Source: an optimization exercise on an open RTL-to-GDS flow (aim: small area and a short achievable clock period). Production flows keep margins and buffers that such runs may drop.
Only simulation tests tie the RTL to the original design; equivalence was not proved.
The clock cells of this run come from the design's own scripts or RTL, not from TritonCTS.
The clock input has no modelled driver; a real chip could not lean on it and would need a root buffer or a full tree.

<file path="flow/design.v">
module encoder (
    input clk,
    input rst_n,
    input [31:0] data_in,
    output logic [31:0] data_out
);
    logic [7:0] cnt;              
    logic [7:0] cnt_nxt;
    logic [1:0] u, un;
    logic [5:0] v, vn;
    assign cnt_nxt = (cnt == 8'd254) ? 8'd0 : cnt + 8'd1;
    assign u = cnt[7:6];
    assign v = cnt[5:0];
    assign un = cnt_nxt[7:6];
    assign vn = cnt_nxt[5:0];
    always_ff @(posedge clk) begin
        if (!rst_n) cnt <= 8'd254;
        else cnt <= cnt_nxt;
    end
    logic ptop;
    always_ff @(posedge clk) begin
        if (!rst_n) ptop <= 1'b0;
        else ptop <= (vn != 6'd0) && (vn <= 6'd59);
    end
    logic acc;
    assign acc = (vn < 6'd59) || (vn == 6'd59 && un != 2'd3);
    logic [3:0][7:0] enc;
    always_ff @(posedge clk) begin
        enc[3] <= data_in[31:24];
        if (acc) enc[2:0] <= data_in[23:0];
    end
    logic [7:0] el [0:3];
    logic [7:0] cat [0:7];        
    always_comb begin
        for (int s = 0; s < 4; s++) begin
            el[s] = enc[3 - s];
            cat[s] = enc[3 - s];
            cat[s + 4] = data_in[31 - 8 * s -: 8];
        end
    end
    logic [3:0][7:0] rot;
    logic [3:0][7:0] rot_d;
    always_comb begin
        for (int j = 0; j < 4; j++) begin
            rot_d[j] = cat[j + 3 - un];
            if ((j == 0 && vn == 6'd0) || vn > 6'd59 || !rst_n) rot_d[j] = 8'd0;
        end
    end
    always_ff @(posedge clk) begin
        rot <= rot_d;
    end
    logic [127:0] par;            
    logic [127:0] peff;
    logic [31:0] fb;              
    logic [127:0] mp;
    logic [127:0] pnew;
    assign peff[127:96] = ptop ? par[127:96] : 32'd0;
    assign peff[95:64] = par[95:64];
    assign peff[63:0] = (cnt == 8'd254) ? 64'd0 : par[63:0];
    always_comb begin
        for (int e = 0; e < 4; e++)
            fb[8 * e +: 8] = peff[8 * (12 + e) +: 8] ^ rot[3 - e];
        pnew = {peff[95:0], 32'd0} ^ mp;
    end
    logic [208:0] cx;
    assign cx[0] = fb[4] ^ fb[21];
    assign cx[1] = fb[20] ^ fb[31];
    assign cx[2] = fb[9] ^ fb[23];
    assign cx[3] = fb[6] ^ fb[8];
    assign cx[4] = fb[5] ^ fb[28];
    assign cx[5] = fb[0] ^ fb[18];
    assign cx[6] = fb[7] ^ fb[30];
    assign cx[7] = fb[3] ^ fb[11];
    assign cx[8] = fb[1] ^ fb[19];
    assign cx[9] = fb[16] ^ fb[24];
    assign cx[10] = fb[2] ^ fb[22];
    assign cx[11] = fb[15] ^ fb[25];
    assign cx[12] = fb[17] ^ fb[29];
    assign cx[13] = fb[10] ^ fb[13];
    assign cx[14] = fb[26] ^ fb[27];
    assign cx[15] = fb[14] ^ cx[3];
    assign cx[16] = fb[12] ^ cx[0];
    assign cx[17] = fb[16] ^ cx[2];
    assign cx[18] = fb[10] ^ cx[9];
    assign cx[19] = fb[3] ^ cx[6];
    assign cx[20] = fb[4] ^ fb[12];
    assign cx[21] = cx[1] ^ cx[8];
    assign cx[22] = fb[14] ^ fb[17];
    assign cx[23] = fb[5] ^ cx[13];
    assign cx[24] = cx[5] ^ cx[7];
    assign cx[25] = fb[25] ^ cx[10];
    assign cx[26] = fb[24] ^ cx[4];
    assign cx[27] = fb[8] ^ fb[22];
    assign cx[28] = fb[7] ^ fb[15];
    assign cx[29] = fb[6] ^ cx[1];
    assign cx[30] = fb[27] ^ fb[29];
    assign cx[31] = fb[18] ^ cx[12];
    assign cx[32] = fb[1] ^ cx[11];
    assign cx[33] = fb[13] ^ fb[30];
    assign cx[34] = fb[19] ^ cx[6];
    assign cx[35] = fb[2] ^ cx[2];
    assign cx[36] = fb[12] ^ fb[21];
    assign cx[37] = fb[26] ^ cx[15];
    assign cx[38] = fb[0] ^ fb[4];
    assign cx[39] = fb[9] ^ fb[16];
    assign cx[40] = fb[8] ^ fb[20];
    assign cx[41] = cx[0] ^ cx[4];
    assign cx[42] = cx[3] ^ cx[14];
    assign cx[43] = fb[23] ^ cx[9];
    assign cx[44] = fb[24] ^ cx[5];
    assign cx[45] = fb[28] ^ cx[10];
    assign cx[46] = fb[22] ^ cx[7];
    assign cx[47] = fb[31] ^ cx[8];
    assign cx[48] = fb[11] ^ fb[17];
    assign cx[49] = fb[1] ^ fb[31];
    assign cx[50] = cx[11] ^ cx[19];
    assign cx[51] = fb[19] ^ cx[1];
    assign cx[52] = fb[5] ^ fb[13];
    assign cx[53] = fb[2] ^ fb[9];
    assign cx[54] = fb[15] ^ cx[16];
    assign cx[55] = fb[20] ^ cx[13];
    assign cx[56] = cx[6] ^ cx[7];
    assign cx[57] = fb[3] ^ fb[26];
    assign cx[58] = fb[10] ^ cx[2];
    assign cx[59] = fb[23] ^ cx[18];
    assign cx[60] = fb[27] ^ cx[0];
    assign cx[61] = fb[7] ^ fb[28];
    assign cx[62] = fb[0] ^ cx[20];
    assign cx[63] = fb[18] ^ cx[7];
    assign cx[64] = cx[14] ^ cx[17];
    assign cx[65] = cx[4] ^ cx[16];
    assign cx[66] = fb[21] ^ cx[12];
    assign cx[67] = fb[29] ^ cx[14];
    assign cx[68] = fb[6] ^ cx[11];
    assign cx[69] = cx[4] ^ cx[5];
    assign cx[70] = fb[9] ^ cx[25];
    assign cx[71] = fb[29] ^ cx[37];
    assign cx[72] = fb[10] ^ cx[34];
    assign cx[73] = fb[7] ^ cx[32];
    assign cx[74] = fb[5] ^ fb[26];
    assign cx[75] = fb[25] ^ cx[12];
    assign cx[76] = fb[31] ^ cx[30];
    assign cx[77] = fb[22] ^ cx[5];
    assign cx[78] = cx[8] ^ cx[26];
    assign cx[79] = fb[20] ^ cx[15];
    assign cx[80] = fb[1] ^ fb[27];
    assign cx[81] = fb[27] ^ cx[9];
    assign cx[82] = fb[14] ^ cx[27];
    assign cx[83] = fb[25] ^ cx[13];
    assign cx[84] = fb[3] ^ cx[29];
    assign cx[85] = fb[29] ^ cx[3];
    assign cx[86] = cx[23] ^ cx[28];
    assign cx[87] = cx[0] ^ cx[44];
    assign cx[88] = fb[2] ^ fb[23];
    assign cx[89] = fb[30] ^ cx[22];
    assign cx[90] = fb[4] ^ cx[15];
    assign cx[91] = cx[1] ^ cx[22];
    assign cx[92] = fb[21] ^ cx[31];
    assign cx[93] = cx[2] ^ cx[20];
    assign cx[94] = cx[10] ^ cx[52];
    assign cx[95] = fb[13] ^ cx[61];
    assign cx[96] = fb[25] ^ cx[36];
    assign cx[97] = fb[28] ^ cx[21];
    assign cx[98] = fb[24] ^ cx[8];
    assign cx[99] = fb[13] ^ fb[17];
    assign cx[100] = fb[11] ^ cx[35];
    assign cx[101] = cx[9] ^ cx[41];
    assign cx[102] = cx[15] ^ cx[46];
    assign cx[103] = cx[1] ^ cx[27];
    assign cx[104] = fb[0] ^ cx[55];
    assign cx[105] = fb[8] ^ cx[21];
    assign cx[106] = fb[3] ^ cx[4];
    assign cx[107] = fb[21] ^ cx[58];
    assign cx[108] = fb[22] ^ cx[33];
    assign cx[109] = fb[7] ^ cx[11];
    assign cx[110] = cx[24] ^ cx[39];
    assign cx[111] = fb[26] ^ cx[5];
    assign cx[112] = fb[30] ^ cx[16];
    assign cx[113] = fb[19] ^ cx[50];
    assign cx[114] = fb[6] ^ fb[14];
    assign cx[115] = fb[10] ^ cx[28];
    assign cx[116] = cx[9] ^ cx[29];
    assign cx[117] = fb[2] ^ fb[30];
    assign cx[118] = cx[19] ^ cx[49];
    assign cx[119] = cx[23] ^ cx[32];
    assign cx[120] = fb[26] ^ cx[26];
    assign cx[121] = fb[5] ^ cx[12];
    assign cx[122] = fb[18] ^ cx[19];
    assign cx[123] = fb[11] ^ cx[39];
    assign cx[124] = cx[60] ^ cx[99];
    assign cx[125] = cx[8] ^ cx[25];
    assign cx[126] = fb[18] ^ cx[23];
    assign cx[127] = fb[24] ^ cx[10];
    assign cx[128] = fb[10] ^ cx[7];
    assign cx[129] = fb[1] ^ cx[104];
    assign cx[130] = cx[16] ^ cx[48];
    assign cx[131] = cx[24] ^ cx[34];
    assign cx[132] = fb[23] ^ cx[54];
    assign cx[133] = cx[13] ^ cx[26];
    assign cx[134] = cx[17] ^ cx[74];
    assign cx[135] = cx[5] ^ cx[43];
    assign cx[136] = fb[31] ^ cx[11];
    assign cx[137] = fb[28] ^ cx[38];
    assign cx[138] = fb[16] ^ fb[22];
    assign cx[139] = cx[69] ^ cx[80];
    assign cx[140] = fb[4] ^ cx[47];
    assign cx[141] = fb[31] ^ cx[73];
    assign cx[142] = cx[7] ^ cx[89];
    assign cx[143] = fb[14] ^ cx[14];
    assign cx[144] = fb[6] ^ fb[11];
    assign cx[145] = cx[15] ^ cx[33];
    assign cx[146] = fb[24] ^ fb[27];
    assign cx[147] = cx[53] ^ cx[92];
    assign cx[148] = cx[85] ^ cx[110];
    assign cx[149] = fb[20] ^ cx[131];
    assign cx[150] = cx[17] ^ cx[25];
    assign cx[151] = cx[30] ^ cx[35];
    assign cx[152] = cx[1] ^ cx[20];
    assign cx[153] = cx[10] ^ cx[43];
    assign cx[154] = fb[19] ^ cx[14];
    assign cx[155] = cx[36] ^ cx[98];
    assign cx[156] = fb[21] ^ cx[22];
    assign cx[157] = cx[12] ^ cx[18];
    assign cx[158] = cx[12] ^ cx[46];
    assign cx[159] = fb[1] ^ cx[13];
    assign cx[160] = cx[36] ^ cx[63];
    assign cx[161] = fb[8] ^ cx[14];
    assign cx[162] = fb[24] ^ cx[2];
    assign cx[163] = fb[30] ^ cx[58];
    assign cx[164] = fb[19] ^ cx[17];
    assign cx[165] = cx[51] ^ cx[81];
    assign cx[166] = cx[4] ^ cx[7];
    assign cx[167] = fb[29] ^ cx[42];
    assign cx[168] = cx[12] ^ cx[68];
    assign cx[169] = cx[6] ^ cx[23];
    assign cx[170] = cx[30] ^ cx[39];
    assign cx[171] = fb[0] ^ cx[16];
    assign cx[172] = fb[15] ^ cx[5];
    assign cx[173] = cx[11] ^ cx[103];
    assign cx[174] = fb[9] ^ cx[62];
    assign cx[175] = cx[28] ^ cx[59];
    assign cx[176] = fb[7] ^ cx[106];
    assign cx[177] = cx[2] ^ cx[45];
    assign cx[178] = cx[27] ^ cx[76];
    assign cx[179] = cx[38] ^ cx[56];
    assign cx[180] = fb[17] ^ cx[24];
    assign cx[181] = fb[21] ^ cx[24];
    assign cx[182] = cx[5] ^ cx[40];
    assign cx[183] = cx[6] ^ cx[94];
    assign cx[184] = cx[19] ^ cx[42];
    assign cx[185] = cx[8] ^ cx[101];
    assign cx[186] = fb[23] ^ cx[121];
    assign cx[187] = fb[1] ^ fb[17];
    assign cx[188] = cx[50] ^ cx[78];
    assign cx[189] = fb[28] ^ cx[75];
    assign cx[190] = fb[13] ^ cx[82];
    assign cx[191] = fb[16] ^ cx[111];
    assign cx[192] = cx[33] ^ cx[69];
    assign cx[193] = cx[4] ^ cx[20];
    assign cx[194] = cx[2] ^ cx[77];
    assign cx[195] = cx[93] ^ cx[169];
    assign cx[196] = cx[6] ^ cx[26];
    assign cx[197] = cx[12] ^ cx[65];
    assign cx[198] = cx[40] ^ cx[80];
    assign cx[199] = cx[18] ^ cx[41];
    assign cx[200] = cx[11] ^ cx[56];
    assign cx[201] = cx[18] ^ cx[61];
    assign cx[202] = cx[31] ^ cx[164];
    assign cx[203] = fb[19] ^ cx[18];
    assign cx[204] = fb[4] ^ cx[95];
    assign cx[205] = fb[8] ^ cx[53];
    assign cx[206] = cx[3] ^ cx[17];
    assign cx[207] = cx[29] ^ cx[66];
    assign cx[208] = cx[105] ^ cx[112];
    assign mp[0] = fb[14] ^ cx[69] ^ cx[117] ^ cx[165];
    assign mp[1] = fb[0] ^ fb[3] ^ cx[66] ^ cx[68] ^ cx[97];
    assign mp[2] = fb[0] ^ fb[7] ^ cx[47] ^ cx[67] ^ cx[82] ^ cx[101];
    assign mp[3] = fb[14] ^ cx[47] ^ cx[168] ^ cx[194];
    assign mp[4] = cx[4] ^ cx[49] ^ cx[143] ^ cx[175];
    assign mp[5] = fb[2] ^ fb[11] ^ fb[28] ^ cx[81] ^ cx[168];
    assign mp[6] = fb[12] ^ cx[19] ^ cx[189] ^ cx[191];
    assign mp[7] = cx[14] ^ cx[31] ^ cx[33] ^ cx[140];
    assign mp[8] = fb[12] ^ cx[86] ^ cx[102] ^ cx[165];
    assign mp[9] = cx[11] ^ cx[17] ^ cx[79] ^ cx[95] ^ cx[130];
    assign mp[10] = cx[110] ^ cx[154] ^ cx[207];
    assign mp[11] = fb[15] ^ cx[41] ^ cx[49] ^ cx[145] ^ cx[180];
    assign mp[12] = fb[2] ^ fb[4] ^ cx[40] ^ cx[63] ^ cx[159] ^ cx[170];
    assign mp[13] = fb[0] ^ cx[65] ^ cx[142] ^ cx[203] ^ cx[205];
    assign mp[14] = fb[9] ^ cx[3] ^ cx[31] ^ cx[46] ^ cx[119] ^ cx[152];
    assign mp[15] = fb[26] ^ cx[16] ^ cx[34] ^ cx[100] ^ cx[114] ^ cx[126];
    assign mp[16] = fb[31] ^ cx[5] ^ cx[9] ^ cx[42] ^ cx[48] ^ cx[70] ^ cx[204];
    assign mp[17] = fb[12] ^ fb[25] ^ cx[8] ^ cx[31] ^ cx[58] ^ cx[143] ^ cx[176];
    assign mp[18] = cx[12] ^ cx[39] ^ cx[72] ^ cx[173];
    assign mp[19] = fb[6] ^ fb[28] ^ cx[6] ^ cx[25] ^ cx[43] ^ cx[55] ^ cx[60];
    assign mp[20] = fb[3] ^ cx[52] ^ cx[87] ^ cx[114] ^ cx[151];
    assign mp[21] = fb[10] ^ fb[22] ^ cx[90] ^ cx[188];
    assign mp[22] = fb[29] ^ cx[38] ^ cx[74] ^ cx[100] ^ cx[109] ^ cx[116];
    assign mp[23] = fb[5] ^ cx[18] ^ cx[96] ^ cx[184] ^ cx[187];
    assign mp[24] = fb[13] ^ fb[14] ^ fb[20] ^ fb[23] ^ cx[25] ^ cx[160];
    assign mp[25] = fb[19] ^ fb[24] ^ cx[57] ^ cx[132] ^ cx[190];
    assign mp[26] = fb[5] ^ cx[24] ^ cx[54] ^ cx[146] ^ cx[205];
    assign mp[27] = fb[18] ^ cx[8] ^ cx[79] ^ cx[100] ^ cx[199];
    assign mp[28] = cx[15] ^ cx[86] ^ cx[202];
    assign mp[29] = fb[9] ^ cx[48] ^ cx[72] ^ cx[79] ^ cx[172];
    assign mp[30] = cx[5] ^ cx[21] ^ cx[36] ^ cx[115] ^ cx[123];
    assign mp[31] = cx[10] ^ cx[48] ^ cx[55] ^ cx[155];
    assign mp[32] = fb[3] ^ cx[60] ^ cx[182] ^ cx[201];
    assign mp[33] = fb[9] ^ fb[11] ^ cx[27] ^ cx[75] ^ cx[185];
    assign mp[34] = cx[150] ^ cx[184] ^ cx[197];
    assign mp[35] = cx[108] ^ cx[134] ^ cx[207];
    assign mp[36] = fb[22] ^ cx[43] ^ cx[84] ^ cx[89] ^ cx[137];
    assign mp[37] = cx[87] ^ cx[141] ^ cx[186];
    assign mp[38] = fb[16] ^ fb[18] ^ fb[30] ^ cx[3] ^ cx[74] ^ cx[125];
    assign mp[39] = fb[7] ^ fb[17] ^ cx[35] ^ cx[84] ^ cx[154];
    assign mp[40] = fb[27] ^ cx[2] ^ cx[21] ^ cx[28] ^ cx[62] ^ cx[166];
    assign mp[41] = fb[2] ^ cx[65] ^ cx[85] ^ cx[129];
    assign mp[42] = fb[0] ^ cx[30] ^ cx[45] ^ cx[51] ^ cx[132] ^ cx[145];
    assign mp[43] = fb[11] ^ fb[19] ^ cx[16] ^ cx[30] ^ cx[33] ^ cx[82];
    assign mp[44] = cx[8] ^ cx[81] ^ cx[179] ^ cx[190];
    assign mp[45] = fb[8] ^ cx[4] ^ cx[9] ^ cx[32] ^ cx[35] ^ cx[62] ^ cx[91];
    assign mp[46] = fb[6] ^ cx[57] ^ cx[119] ^ cx[147];
    assign mp[47] = cx[10] ^ cx[14] ^ cx[24] ^ cx[72] ^ cx[90];
    assign mp[48] = cx[56] ^ cx[59] ^ cx[65] ^ cx[178];
    assign mp[49] = fb[31] ^ cx[17] ^ cx[75] ^ cx[108] ^ cx[144] ^ cx[193];
    assign mp[50] = fb[18] ^ fb[28] ^ cx[0] ^ cx[9] ^ cx[14] ^ cx[99] ^ cx[102];
    assign mp[51] = fb[9] ^ cx[89] ^ cx[136] ^ cx[181] ^ cx[203];
    assign mp[52] = fb[23] ^ cx[14] ^ cx[66] ^ cx[182] ^ cx[188];
    assign mp[53] = fb[30] ^ cx[70] ^ cx[87] ^ cx[97] ^ cx[167];
    assign mp[54] = cx[4] ^ cx[19] ^ cx[25] ^ cx[67] ^ cx[105] ^ cx[107];
    assign mp[55] = cx[0] ^ cx[7] ^ cx[29] ^ cx[45] ^ cx[67] ^ cx[163];
    assign mp[56] = fb[11] ^ cx[13] ^ cx[103] ^ cx[112] ^ cx[135];
    assign mp[57] = fb[11] ^ fb[22] ^ cx[22] ^ cx[47] ^ cx[52] ^ cx[96] ^ cx[162];
    assign mp[58] = fb[11] ^ fb[24] ^ cx[0] ^ cx[37] ^ cx[117] ^ cx[136];
    assign mp[59] = cx[0] ^ cx[40] ^ cx[64] ^ cx[126] ^ cx[200];
    assign mp[60] = fb[17] ^ fb[19] ^ cx[64] ^ cx[79] ^ cx[192];
    assign mp[61] = fb[9] ^ fb[27] ^ cx[15] ^ cx[92] ^ cx[97] ^ cx[115];
    assign mp[62] = fb[15] ^ fb[18] ^ fb[21] ^ fb[29] ^ cx[40] ^ cx[45] ^ cx[72] ^ cx[123];
    assign mp[63] = cx[36] ^ cx[51] ^ cx[158] ^ cx[163];
    assign mp[64] = cx[61] ^ cx[63] ^ cx[150] ^ cx[156] ^ cx[198];
    assign mp[65] = fb[10] ^ cx[45] ^ cx[54] ^ cx[57] ^ cx[202];
    assign mp[66] = fb[14] ^ fb[29] ^ cx[6] ^ cx[53] ^ cx[83] ^ cx[185];
    assign mp[67] = cx[49] ^ cx[107] ^ cx[167] ^ cx[172] ^ cx[196];
    assign mp[68] = fb[14] ^ fb[19] ^ fb[30] ^ cx[59] ^ cx[84] ^ cx[92];
    assign mp[69] = cx[34] ^ cx[48] ^ cx[87] ^ cx[173];
    assign mp[70] = cx[21] ^ cx[77] ^ cx[96] ^ cx[134];
    assign mp[71] = fb[17] ^ fb[21] ^ cx[8] ^ cx[42] ^ cx[104] ^ cx[153];
    assign mp[72] = fb[17] ^ cx[98] ^ cx[102] ^ cx[109] ^ cx[171];
    assign mp[73] = fb[20] ^ fb[26] ^ cx[44] ^ cx[73] ^ cx[93] ^ cx[94];
    assign mp[74] = fb[23] ^ cx[20] ^ cx[48] ^ cx[86] ^ cx[127] ^ cx[161];
    assign mp[75] = cx[28] ^ cx[78] ^ cx[124] ^ cx[194];
    assign mp[76] = cx[24] ^ cx[40] ^ cx[88] ^ cx[115] ^ cx[197];
    assign mp[77] = fb[5] ^ cx[8] ^ cx[16] ^ cx[108] ^ cx[148];
    assign mp[78] = fb[6] ^ cx[10] ^ cx[21] ^ cx[22] ^ cx[195];
    assign mp[79] = fb[2] ^ fb[14] ^ cx[29] ^ cx[43] ^ cx[86] ^ cx[181];
    assign mp[80] = fb[2] ^ cx[64] ^ cx[113] ^ cx[193];
    assign mp[81] = cx[12] ^ cx[14] ^ cx[38] ^ cx[84] ^ cx[133];
    assign mp[82] = fb[15] ^ cx[24] ^ cx[35] ^ cx[71] ^ cx[155];
    assign mp[83] = fb[23] ^ cx[27] ^ cx[120] ^ cx[129];
    assign mp[84] = fb[0] ^ cx[54] ^ cx[56] ^ cx[71] ^ cx[78];
    assign mp[85] = cx[30] ^ cx[32] ^ cx[116] ^ cx[174] ^ cx[183];
    assign mp[86] = fb[0] ^ fb[6] ^ cx[83] ^ cx[88] ^ cx[118] ^ cx[120] ^ cx[156];
    assign mp[87] = cx[63] ^ cx[67] ^ cx[90] ^ cx[127] ^ cx[141];
    assign mp[88] = fb[21] ^ cx[1] ^ cx[10] ^ cx[37] ^ cx[59] ^ cx[106];
    assign mp[89] = cx[60] ^ cx[109] ^ cx[158] ^ cx[206];
    assign mp[90] = cx[16] ^ cx[22] ^ cx[53] ^ cx[116] ^ cx[122];
    assign mp[91] = fb[19] ^ fb[20] ^ cx[22] ^ cx[68] ^ cx[88] ^ cx[191] ^ cx[204];
    assign mp[92] = fb[6] ^ fb[27] ^ cx[31] ^ cx[45] ^ cx[47] ^ cx[175];
    assign mp[93] = cx[88] ^ cx[149] ^ cx[189];
    assign mp[94] = fb[29] ^ cx[44] ^ cx[57] ^ cx[208];
    assign mp[95] = fb[5] ^ cx[21] ^ cx[33] ^ cx[60] ^ cx[70];
    assign mp[96] = fb[13] ^ fb[22] ^ cx[37] ^ cx[174] ^ cx[196];
    assign mp[97] = fb[0] ^ cx[15] ^ cx[23] ^ cx[73] ^ cx[76] ^ cx[162];
    assign mp[98] = fb[11] ^ fb[16] ^ cx[10] ^ cx[62] ^ cx[119];
    assign mp[99] = cx[177] ^ cx[179] ^ cx[187];
    assign mp[100] = cx[13] ^ cx[44] ^ cx[71] ^ cx[118] ^ cx[177];
    assign mp[101] = fb[10] ^ fb[14] ^ cx[140] ^ cx[151] ^ cx[200];
    assign mp[102] = fb[15] ^ cx[117] ^ cx[120] ^ cx[128] ^ cx[152];
    assign mp[103] = fb[25] ^ cx[3] ^ cx[7] ^ cx[16] ^ cx[52] ^ cx[76];
    assign mp[104] = cx[70] ^ cx[149] ^ cx[157];
    assign mp[105] = fb[25] ^ fb[26] ^ cx[59] ^ cx[180] ^ cx[208];
    assign mp[106] = fb[16] ^ cx[23] ^ cx[67] ^ cx[118] ^ cx[171];
    assign mp[107] = fb[18] ^ cx[21] ^ cx[83] ^ cx[90] ^ cx[170] ^ cx[176];
    assign mp[108] = fb[14] ^ fb[18] ^ cx[41] ^ cx[57] ^ cx[68] ^ cx[138];
    assign mp[109] = fb[19] ^ cx[28] ^ cx[38] ^ cx[42] ^ cx[138] ^ cx[186];
    assign mp[110] = fb[17] ^ fb[20] ^ cx[6] ^ cx[139] ^ cx[206];
    assign mp[111] = cx[3] ^ cx[47] ^ cx[147] ^ cx[201];
    assign mp[112] = cx[9] ^ cx[34] ^ cx[46] ^ cx[71] ^ cx[83] ^ cx[93];
    assign mp[113] = fb[11] ^ cx[11] ^ cx[91] ^ cx[161] ^ cx[195];
    assign mp[114] = cx[41] ^ cx[113] ^ cx[135] ^ cx[178];
    assign mp[115] = fb[7] ^ fb[12] ^ cx[91] ^ cx[159] ^ cx[166];
    assign mp[116] = fb[8] ^ cx[10] ^ cx[107] ^ cx[111] ^ cx[113];
    assign mp[117] = cx[21] ^ cx[27] ^ cx[38] ^ cx[64] ^ cx[128];
    assign mp[118] = fb[10] ^ cx[26] ^ cx[35] ^ cx[130] ^ cx[198];
    assign mp[119] = cx[70] ^ cx[85] ^ cx[133] ^ cx[160];
    assign mp[120] = fb[2] ^ cx[17] ^ cx[50] ^ cx[51] ^ cx[124];
    assign mp[121] = cx[57] ^ cx[77] ^ cx[91] ^ cx[199];
    assign mp[122] = fb[1] ^ cx[1] ^ cx[148] ^ cx[183];
    assign mp[123] = fb[12] ^ cx[32] ^ cx[55] ^ cx[114] ^ cx[146];
    assign mp[124] = cx[51] ^ cx[64] ^ cx[137] ^ cx[142];
    assign mp[125] = cx[1] ^ cx[54] ^ cx[139] ^ cx[157];
    assign mp[126] = cx[66] ^ cx[125] ^ cx[144] ^ cx[192];
    assign mp[127] = fb[12] ^ cx[21] ^ cx[71] ^ cx[122] ^ cx[153];
    always_ff @(posedge clk) begin
        par <= pnew;
    end
    logic [3:0] msg;
    logic [7:0] tw [0:19];
    logic [31:0] dnext;
    always_comb begin
        for (int i = 0; i < 4; i++) tw[i] = par[8 * (15 - i) +: 8];
        for (int i = 0; i < 16; i++) tw[i + 4] = pnew[8 * (15 - i) +: 8];
        for (int s = 0; s < 4; s++) begin
            msg[s] = (v <= 6'd58) || (v == 6'd59 && s < 3 - u) || (v == 6'd63 && s >= 3 - u);
            dnext[31 - 8 * s -: 8] = msg[s] ? el[s] : tw[s + u + 1];
        end
    end
    always_ff @(posedge clk) begin
        data_out <= dnext;
    end
endmodule
</file>
<file path="flow/flow/run.sh">
#!/bin/bash
# Standard layout, except: the synthesis maps with flow/abc_speed.script,
# the clock tree is flow/ctree.tcl's two-level tree, the ports get plain
# buffers, timing repair aims below the period, and the wire capacitance
# the placement-stage timing estimates use is scaled up by 1.3 (closer to
# the extracted values).
set -euo pipefail
rm -rf scripts_local
cp -r "$FLOW_HOME/scripts" scripts_local
cp flow/abc_speed.script scripts_local/abc_speed.script
sed -i 's|^log_cmd clock_tree_synthesis .*|source $::env(CTREE_TCL)|' scripts_local/cts.tcl
grep -q CTREE_TCL scripts_local/cts.tcl
python3 - "$FLOW_HOME/platforms/sky130hd/setRC.tcl" 1.3 > setRC_scaled.tcl <<'PY'
import re, sys
s = open(sys.argv[1]).read()
k = float(sys.argv[2])
print(re.sub(r'-capacitance ([0-9.Ee+-]+)', lambda m: '-capacitance %g' % (float(m.group(1)) * k), s))
PY
export LAYER_PARASITICS_FILE=$PWD/setRC_scaled.tcl
export CTREE_TCL=$PWD/flow/ctree.tcl
export CTREE_LEAF=20
export SCRIPTS_DIR=$PWD/scripts_local
export BUFFER_PORTS_ARGS="-buffer_cell sky130_fd_sc_hd__buf_2"
export SETUP_SLACK_MARGIN=10.3
bash standard.sh > standard.log 2>&1
</file>
<file path="flow/flow/abc_speed.script">
strash
dch -f
&get -n
&nf -R 1000 -p
&put
topo
stime -c
</file>
<file path="flow/flow/ctree.tcl">
# Two-level clock tree in place of clock_tree_synthesis: the clock port drives
# one buffer per quadrant of the clock sinks, and each of those drives the
# leaf buffers of its quadrant (at most CTREE_LEAF sinks per leaf).
set ct_block [ord::get_db_block]
set ct_dbu [$ct_block getDbUnitsPerMicron]
set ct_buf sky130_fd_sc_hd__clkbuf_16
set ct_leaf [expr {[info exists ::env(CTREE_LEAF)] ? $::env(CTREE_LEAF) : 20}]

proc ct_centroid {pts} {
  set sx 0.0; set sy 0.0
  foreach p $pts { set sx [expr {$sx + [lindex $p 1]}]; set sy [expr {$sy + [lindex $p 2]}] }
  set n [llength $pts]
  return [list [expr {$sx / $n}] [expr {$sy / $n}]]
}
# split {pin x y} items into k near-equal parts along x (idx 1) or y (idx 2)
proc ct_split {pts k idx} {
  set s [lsort -real -index $idx $pts]
  set n [llength $s]
  set out {}
  for {set i 0} {$i < $k} {incr i} {
    lappend out [lrange $s [expr {($n * $i) / $k}] [expr {($n * ($i + 1)) / $k - 1}]]
  }
  return $out
}
proc ct_span {pts idx} {
  set l [lsort -real -index $idx $pts]
  return [expr {[lindex $l end $idx] - [lindex $l 0 $idx]}]
}
proc ct_um {v} { return [expr {$v / double($::ct_dbu)}] }

set ct_sinks {}
foreach p [get_pins -of_objects [get_nets clk]] {
  lassign [[sta::sta_to_db_pin $p] getAvgXY] ok x y
  lappend ct_sinks [list $p $x $y]
}
puts "ctree: [llength $ct_sinks] clock sinks"

set ct_quads {}
foreach half [ct_split $ct_sinks 2 1] {
  foreach q [ct_split $half 2 2] { lappend ct_quads $q }
}
set qi 0
foreach q $ct_quads {
  set nleaf [expr {int(ceil([llength $q] / double($ct_leaf)))}]
  set idx [expr {[ct_span $q 1] > [ct_span $q 2] ? 1 : 2}]
  set leafxy {}
  set li 0
  foreach g [ct_split $q $nleaf $idx] {
    set pins {}
    foreach p $g { lappend pins [lindex $p 0] }
    lassign [ct_centroid $g] cx cy
    set bname "ctree_leaf_${qi}_${li}"
    insert_buffer -buffer_cell $ct_buf -net clk -load_pins $pins \
      -location [list [ct_um $cx] [ct_um $cy]] \
      -buffer_name $bname -net_name "ctree_net_leaf_${qi}_${li}"
    lappend leafxy [list x $cx $cy]
    incr li
  }
  # insert_buffer adds a number to the names: find this quadrant's leaves
  set leafpins {}
  foreach p [get_pins -of_objects [get_nets clk]] {
    if {[string match "ctree_leaf_${qi}_*" [get_full_name $p]]} { lappend leafpins $p }
  }
  lassign [ct_centroid $leafxy] cx cy
  insert_buffer -buffer_cell $ct_buf -net clk -load_pins $leafpins \
    -location [list [ct_um $cx] [ct_um $cy]] \
    -buffer_name "ctree_q_${qi}" -net_name "ctree_net_q_${qi}"
  incr qi
}
foreach net [$ct_block getNets] {
  if {[string match ctree_net_* [$net getName]]} { $net setSigType CLOCK }
}
[$ct_block findNet clk] setSigType CLOCK
set_propagated_clock [all_clocks]
puts "ctree: clock port drives [llength [get_pins -of_objects [get_nets clk]]] pins"
</file>
<file path="flow/standard.sh">
#!/bin/bash
# synth_recipe.tcl (not shown) runs the flow's synth.tcl, then flattens the netlist and writes it again
# the make line also repeats each setting of config.mk as NAME=value (left out here)
make -C /OpenROAD-flow-scripts/flow DESIGN_CONFIG=/design/flow/config.mk WORK_HOME=/design/flow/orfs CLKGATE_MAP_FILE= SYNTH_SCRIPT=/design/flow/synth_recipe.tcl "${@:-finish}"
</file>
<file path="flow/config.mk">
export PLATFORM = sky130hd
export DESIGN_NAME = encoder
export DESIGN_NICKNAME = encoder
export VERILOG_FILES = /design/flow/design.v
export SDC_FILE = /design/flow/constraint.sdc
export NUM_CORES = 8
export LEC_CHECK = 0
export CAP_MARGIN = 20
export CORE_MARGIN = 2
export CORE_UTILIZATION = 65
export SLEW_MARGIN = 20
</file>
<file path="flow/constraint.sdc">
create_clock -name core_clock -period 14.0 [get_ports {clk}]
set_input_delay 2.8000 -clock core_clock [delete_from_list [all_inputs] [get_ports {clk}]]
set_output_delay 2.8000 -clock core_clock [all_outputs]
set_load 0.01 [all_outputs]
</file>
==> qor.txt <==
PLACEMENT
--------------------------------------------------------------------------------------------------------
Pre-CTS worst setup slack                                                                        9.20 ns
Count of input and output buffers                                                                     65
Detailed placer's ending HPWL                                                                   41400 um
Instance count after placement with tap cells included                                              1930
Global placer's final weighted congestion                                                           1.08
Cell area after placement                                                                     0.0162 mm2

WORST HOLD PATH
--------------------------------------------------------------------------------------------------------
Instance count along the most critical hold path                                                       2
End of the worst hold path                                                                  par[46]$_DFF_P_
Hold Startpoint                                                                             par[14]$_DFF_P_
Hold/Removal Path Class                                                                          reg2reg

LOGIC SYNTHESIS
--------------------------------------------------------------------------------------------------------
Warning count from the yosys run                                                                       4
Cell taking the most area after synthesis                                                   sky130_fd_sc_hd__xnor2_1
Main combinational cell family by area after synthesis                                      XOR/XNOR gates
Multiplexer fraction of the synthesized cell area                                                 0.154%
Cells after synthesis                                                                               1506
Adder-Cell Fraction of Synth Area                                                                 0.171%
Post-Synth XOR/XNOR Area                                                                           51.0%
Synthesized-area fraction occupied by and/or/nand/nor cells                                        6.44%
Fraction of synthesis flops using an asynchronous set or reset pin                                    0%
Cell area after synthesis                                                                     0.0146 mm2
Number of distinct standard cells referenced by the synthesized netlist                               31
Seq/Total Area, Yosys                                                                              33.5%
Area share of the leading cell type in the synthesized netlist                                     35.0%
Compound-gate portion of the synthesized area                                                      8.61%
Synth Net Count                                                                                     1542
Synthesized area divided by synthesized cell count                                              9.72 um2
Top cells by count, synth                                                                   585 x sky130_fd_sc_hd__xnor2_1, 268 x sky130_fd_sc_hd__xor2_1, 209 x sky130_fd_sc_hd__dfxtp_1
EDFF count, synth                                                                                     24
Top cells by area in the synthesized netlist                                                sky130_fd_sc_hd__xnor2_1 35%, sky130_fd_sc_hd__dfxtp_1 29%, sky130_fd_sc_hd__xor2_1 16%
Most instantiated library cell after synthesis                                              sky130_fd_sc_hd__xnor2_1
Top flip-flop cell by instance count after synthesis                                        sky130_fd_sc_hd__dfxtp_1
FF+latch count, synth                                                                                233

CRITICAL PATH
--------------------------------------------------------------------------------------------------------
Worst flop-to-flop path endpoint                                                            data_out[16]$_DFF_P_
CP Cell Sequence                                                                                   buf_2
Arr. time, crit path                                                                             0.82 ns
Crit Path Class                                                                                  reg2out
Largest fanout on the critical path                                                                    1
Logic depth of the worst register-to-register path                                                    14
Worst setup EP type                                                                          output port
R2R setup slack                                                                                 10.49 ns
Data required, critical path                                                                    11.20 ns
Worst path top cell family by delay                                                           flip-flops
Crit Reg-Reg Startpoint                                                                     ptop$_SDFF_PN0_
Crit path buf inv count                                                                                1
Crit-path max cell delay                                                                         0.37 ns
Critical-path cell with the highest stage delay                                             sky130_fd_sc_hd__dfxtp_1
Crit start category                                                                             register

STA
--------------------------------------------------------------------------------------------------------
Crit path time final                                                                             3.62 ns
Final setup viols                                                                                      0
Final hold vios                                                                                        0
Fin worst setup slack                                                                           10.38 ns
Fmax                                                                                             276 MHz
Final TNS setup                                                                                     0 ns
Final hold slack                                                                                0.462 ns
Clock Skews                                                                                    0.0294 ns
Normalized max-slew margin                                                                         37.1%
Pins Over Slew Limit                                                                                   0
Transition time at the pin with the least slew margin                                           0.941 ns
Final period util                                                                                  25.9%
Setup repair after global routing missed its margin                                                  yes

DIE
--------------------------------------------------------------------------------------------------------
Core Area                                                                                     0.0220 mm2
Height of the chip                                                                                154 um
Die Outline Area                                                                              0.0237 mm2
Number of placed I/O pins                                                                             66
Row cnt                                                                                               54
Starting Density                                                                                   66.7%
Die X-Extent                                                                                      154 um

FINAL LAYOUT
--------------------------------------------------------------------------------------------------------
Final Net Count                                                                                     1772
Synth-to-layout area growth                                                                        26.2%
FILL cells                                                                                          1255
Non-filler cells, final                                                                             2014
Cell area after layout                                                                        0.0185 mm2
Utilization after layout                                                                           84.1%
Share of post-route cells with drive strength above 1                                              21.6%
Number of antenna diodes                                                                               0

GRT
--------------------------------------------------------------------------------------------------------
Met3 Use GR                                                                                        13.7%
Via count of the first global-routing pass                                                         12.3k
Global route total overflow                                                                            0
Largest net degree at the start of global routing                                                     39
Global-route layer with the greatest usage                                                          met2
Global router's overall resource usage                                                             47.1%
Global-route wire length before repair                                                          81700 um
Met1 usage                                                                                         63.4%
Antenna violations before repair                                                                       0
Met2 global-route usage                                                                            70.1%

CTS
--------------------------------------------------------------------------------------------------------
Post-CTS clock slew at the launch and capture registers of the worst setup and hold paths        0.08 ns
Insertion delay of the later-clocked pin in the worst-skew pair                                  0.31 ns

ROUTING
--------------------------------------------------------------------------------------------------------
Router iterations before antenna repair                                                                9
Post-detailed-route via-to-cell ratio                                                               6.56
Post-route antenna net violation count                                                                 0
Final wirelength                                                                                59200 um
Routed wire length per instance                                                                  29.4 um
Number of violations reported at the end of detailed-routing iteration 0                            2355
Vias                                                                                               13.2k
DRC errors left                                                                                        0

RUN STATUS
--------------------------------------------------------------------------------------------------------
Outcome                                                                                     complete, no violations

RUN
--------------------------------------------------------------------------------------------------------
Number of max-capacitance violations reported                                                          0

## tightest hold or removal path, stage by stage (launching register included)
cell                      delay (ns)
sky130_fd_sc_hd__dfxtp_1        0.30
sky130_fd_sc_hd__nand2_1        0.06
sky130_fd_sc_hd__xnor2_1        0.06
## sequential cells by signal, summed over array words and instances (netlist names)
name,count
ptop,1
data_out,32
rot,32
enc,32
par,128
cnt,8
## final cells by class, clock buffers not listed
class                           instances  area [um2]  area share (%)
Sequential cell                       233        4910            26.6
Multi-Input combinational cell       1269       11200            60.7
Timing Repair Buffer                  212        1580            8.57
Tap cell                              280         350            1.90
Inverter                                4        15.0          0.0813
## layer usage
layer / routed length [um] / up-vias
met4: 4700 / 0
met2: 24100 / 1284
met5: 0 / -
met1: 21000 / 6177
li1: - / 5386
met3: 9430 / 359
## what timing repair did
| item | 4_1_cts | 5_1_grt |
|---|---|---|
| hold buffers | 0 | 0 |
| endpoints found under the setup margin | 173 | 81 |
| endpoints found under the hold margin | 0 | 0 |
| gates resized for setup | 89 | 84 |
| buffers inserted | 20 | 48 |
| pin swaps | 6 | 13 |
## logic make-up after synthesis
family                   after synthesis
multiplexers                           2
buffers and inverters                  4
flip-flops                           233
XOR/XNOR                             853
AO/OA/AOI/OAI                        179
AND/OR/NAND/NOR                      233
adder cells (fa/ha/maj)                2
## how the worst max path moves through the flow
stage                                    from              endpoint  cells past startpoint
after CTS                     ptop$_SDFF_PN0_   data_out[5]$_DFF_P_                     12
after floorplan               ptop$_SDFF_PN0_   data_out[7]$_DFF_P_                     11
after global placement        ptop$_SDFF_PN0_  data_out[10]$_DFF_P_                     12
final                     data_out[3]$_DFF_P_           data_out[3]                      1
after detailed placement      ptop$_SDFF_PN0_   data_out[2]$_DFF_P_                     11
after global routing          ptop$_SDFF_PN0_   data_out[2]$_DFF_P_                     12
## placed cells by master (no fill, tap or decap), types with 2 or more instances in the layout
| cell type | Yosys | routed |
|---|---|---|
| sky130_fd_sc_hd__clkbuf_16 | 0 | 16 |
| sky130_fd_sc_hd__xnor2_4 | 0 | 13 |
| sky130_fd_sc_hd__nand4_1 | 2 | 2 |
| sky130_fd_sc_hd__clkinv_1 | 4 | 3 |
| sky130_fd_sc_hd__buf_12 | 0 | 4 |
| sky130_fd_sc_hd__a221oi_1 | 30 | 26 |
| sky130_fd_sc_hd__o21ai_0 | 22 | 22 |
| sky130_fd_sc_hd__nor3_1 | 2 | 2 |
| sky130_fd_sc_hd__xor2_2 | 0 | 39 |
| sky130_fd_sc_hd__nor2_4 | 0 | 4 |
| sky130_fd_sc_hd__a221o_1 | 8 | 8 |
| sky130_fd_sc_hd__ha_1 | 2 | 2 |
| sky130_fd_sc_hd__xor2_1 | 268 | 203 |
| sky130_fd_sc_hd__mux2_1 | 2 | 2 |
| sky130_fd_sc_hd__dfxtp_1 | 209 | 208 |
| sky130_fd_sc_hd__a21oi_1 | 36 | 36 |
| sky130_fd_sc_hd__buf_2 | 0 | 65 |
| sky130_fd_sc_hd__a221oi_2 | 0 | 4 |
| sky130_fd_sc_hd__xnor2_1 | 585 | 521 |
| sky130_fd_sc_hd__buf_8 | 0 | 3 |
| sky130_fd_sc_hd__nand2b_1 | 2 | 2 |
| sky130_fd_sc_hd__nand2_1 | 147 | 145 |
| sky130_fd_sc_hd__edfxtp_1 | 24 | 24 |
| sky130_fd_sc_hd__xor2_4 | 0 | 26 |
| sky130_fd_sc_hd__and3_1 | 8 | 7 |
| sky130_fd_sc_hd__buf_4 | 0 | 119 |
| sky130_fd_sc_hd__a222oi_1 | 8 | 8 |
| sky130_fd_sc_hd__a31oi_1 | 15 | 15 |
| sky130_fd_sc_hd__nor2b_2 | 0 | 2 |
| sky130_fd_sc_hd__nor2_1 | 57 | 52 |
| sky130_fd_sc_hd__buf_6 | 0 | 20 |
| sky130_fd_sc_hd__nor4_1 | 3 | 3 |
| sky130_fd_sc_hd__a22oi_1 | 54 | 54 |
| sky130_fd_sc_hd__and2_0 | 4 | 3 |
| sky130_fd_sc_hd__nand3_1 | 3 | 3 |
| sky130_fd_sc_hd__xnor2_2 | 0 | 51 |

afterwards: timing with drivers on the ports:
Ports are ideal in the flow. The routed layout listed here was re-timed in OpenROAD. Step 1: set_driving_cell puts a clkbuf_16 on clk and a buf_2 on each other input, an assumption about the parent block. Step 2 times the ports against the registers' clock, not the clock port: input delays grow and output delays shrink by t, the midpoint of the rising clock arrivals with the driver on. Three values: ideal ports, drivers, drivers and shift; two values: the first two.
t (ns): 0.421
setup slack, ns: 10.380 / 10.259 / 10.137
hold slack, ns: 0.462 / 0.463 / 0.463
worst data-port slew with drivers (ns): 0.03
After both steps setup and hold are still met in this run. For this run, drivers alone change the setup slack by -0.121 ns; drivers and shift together by -0.243 ns.
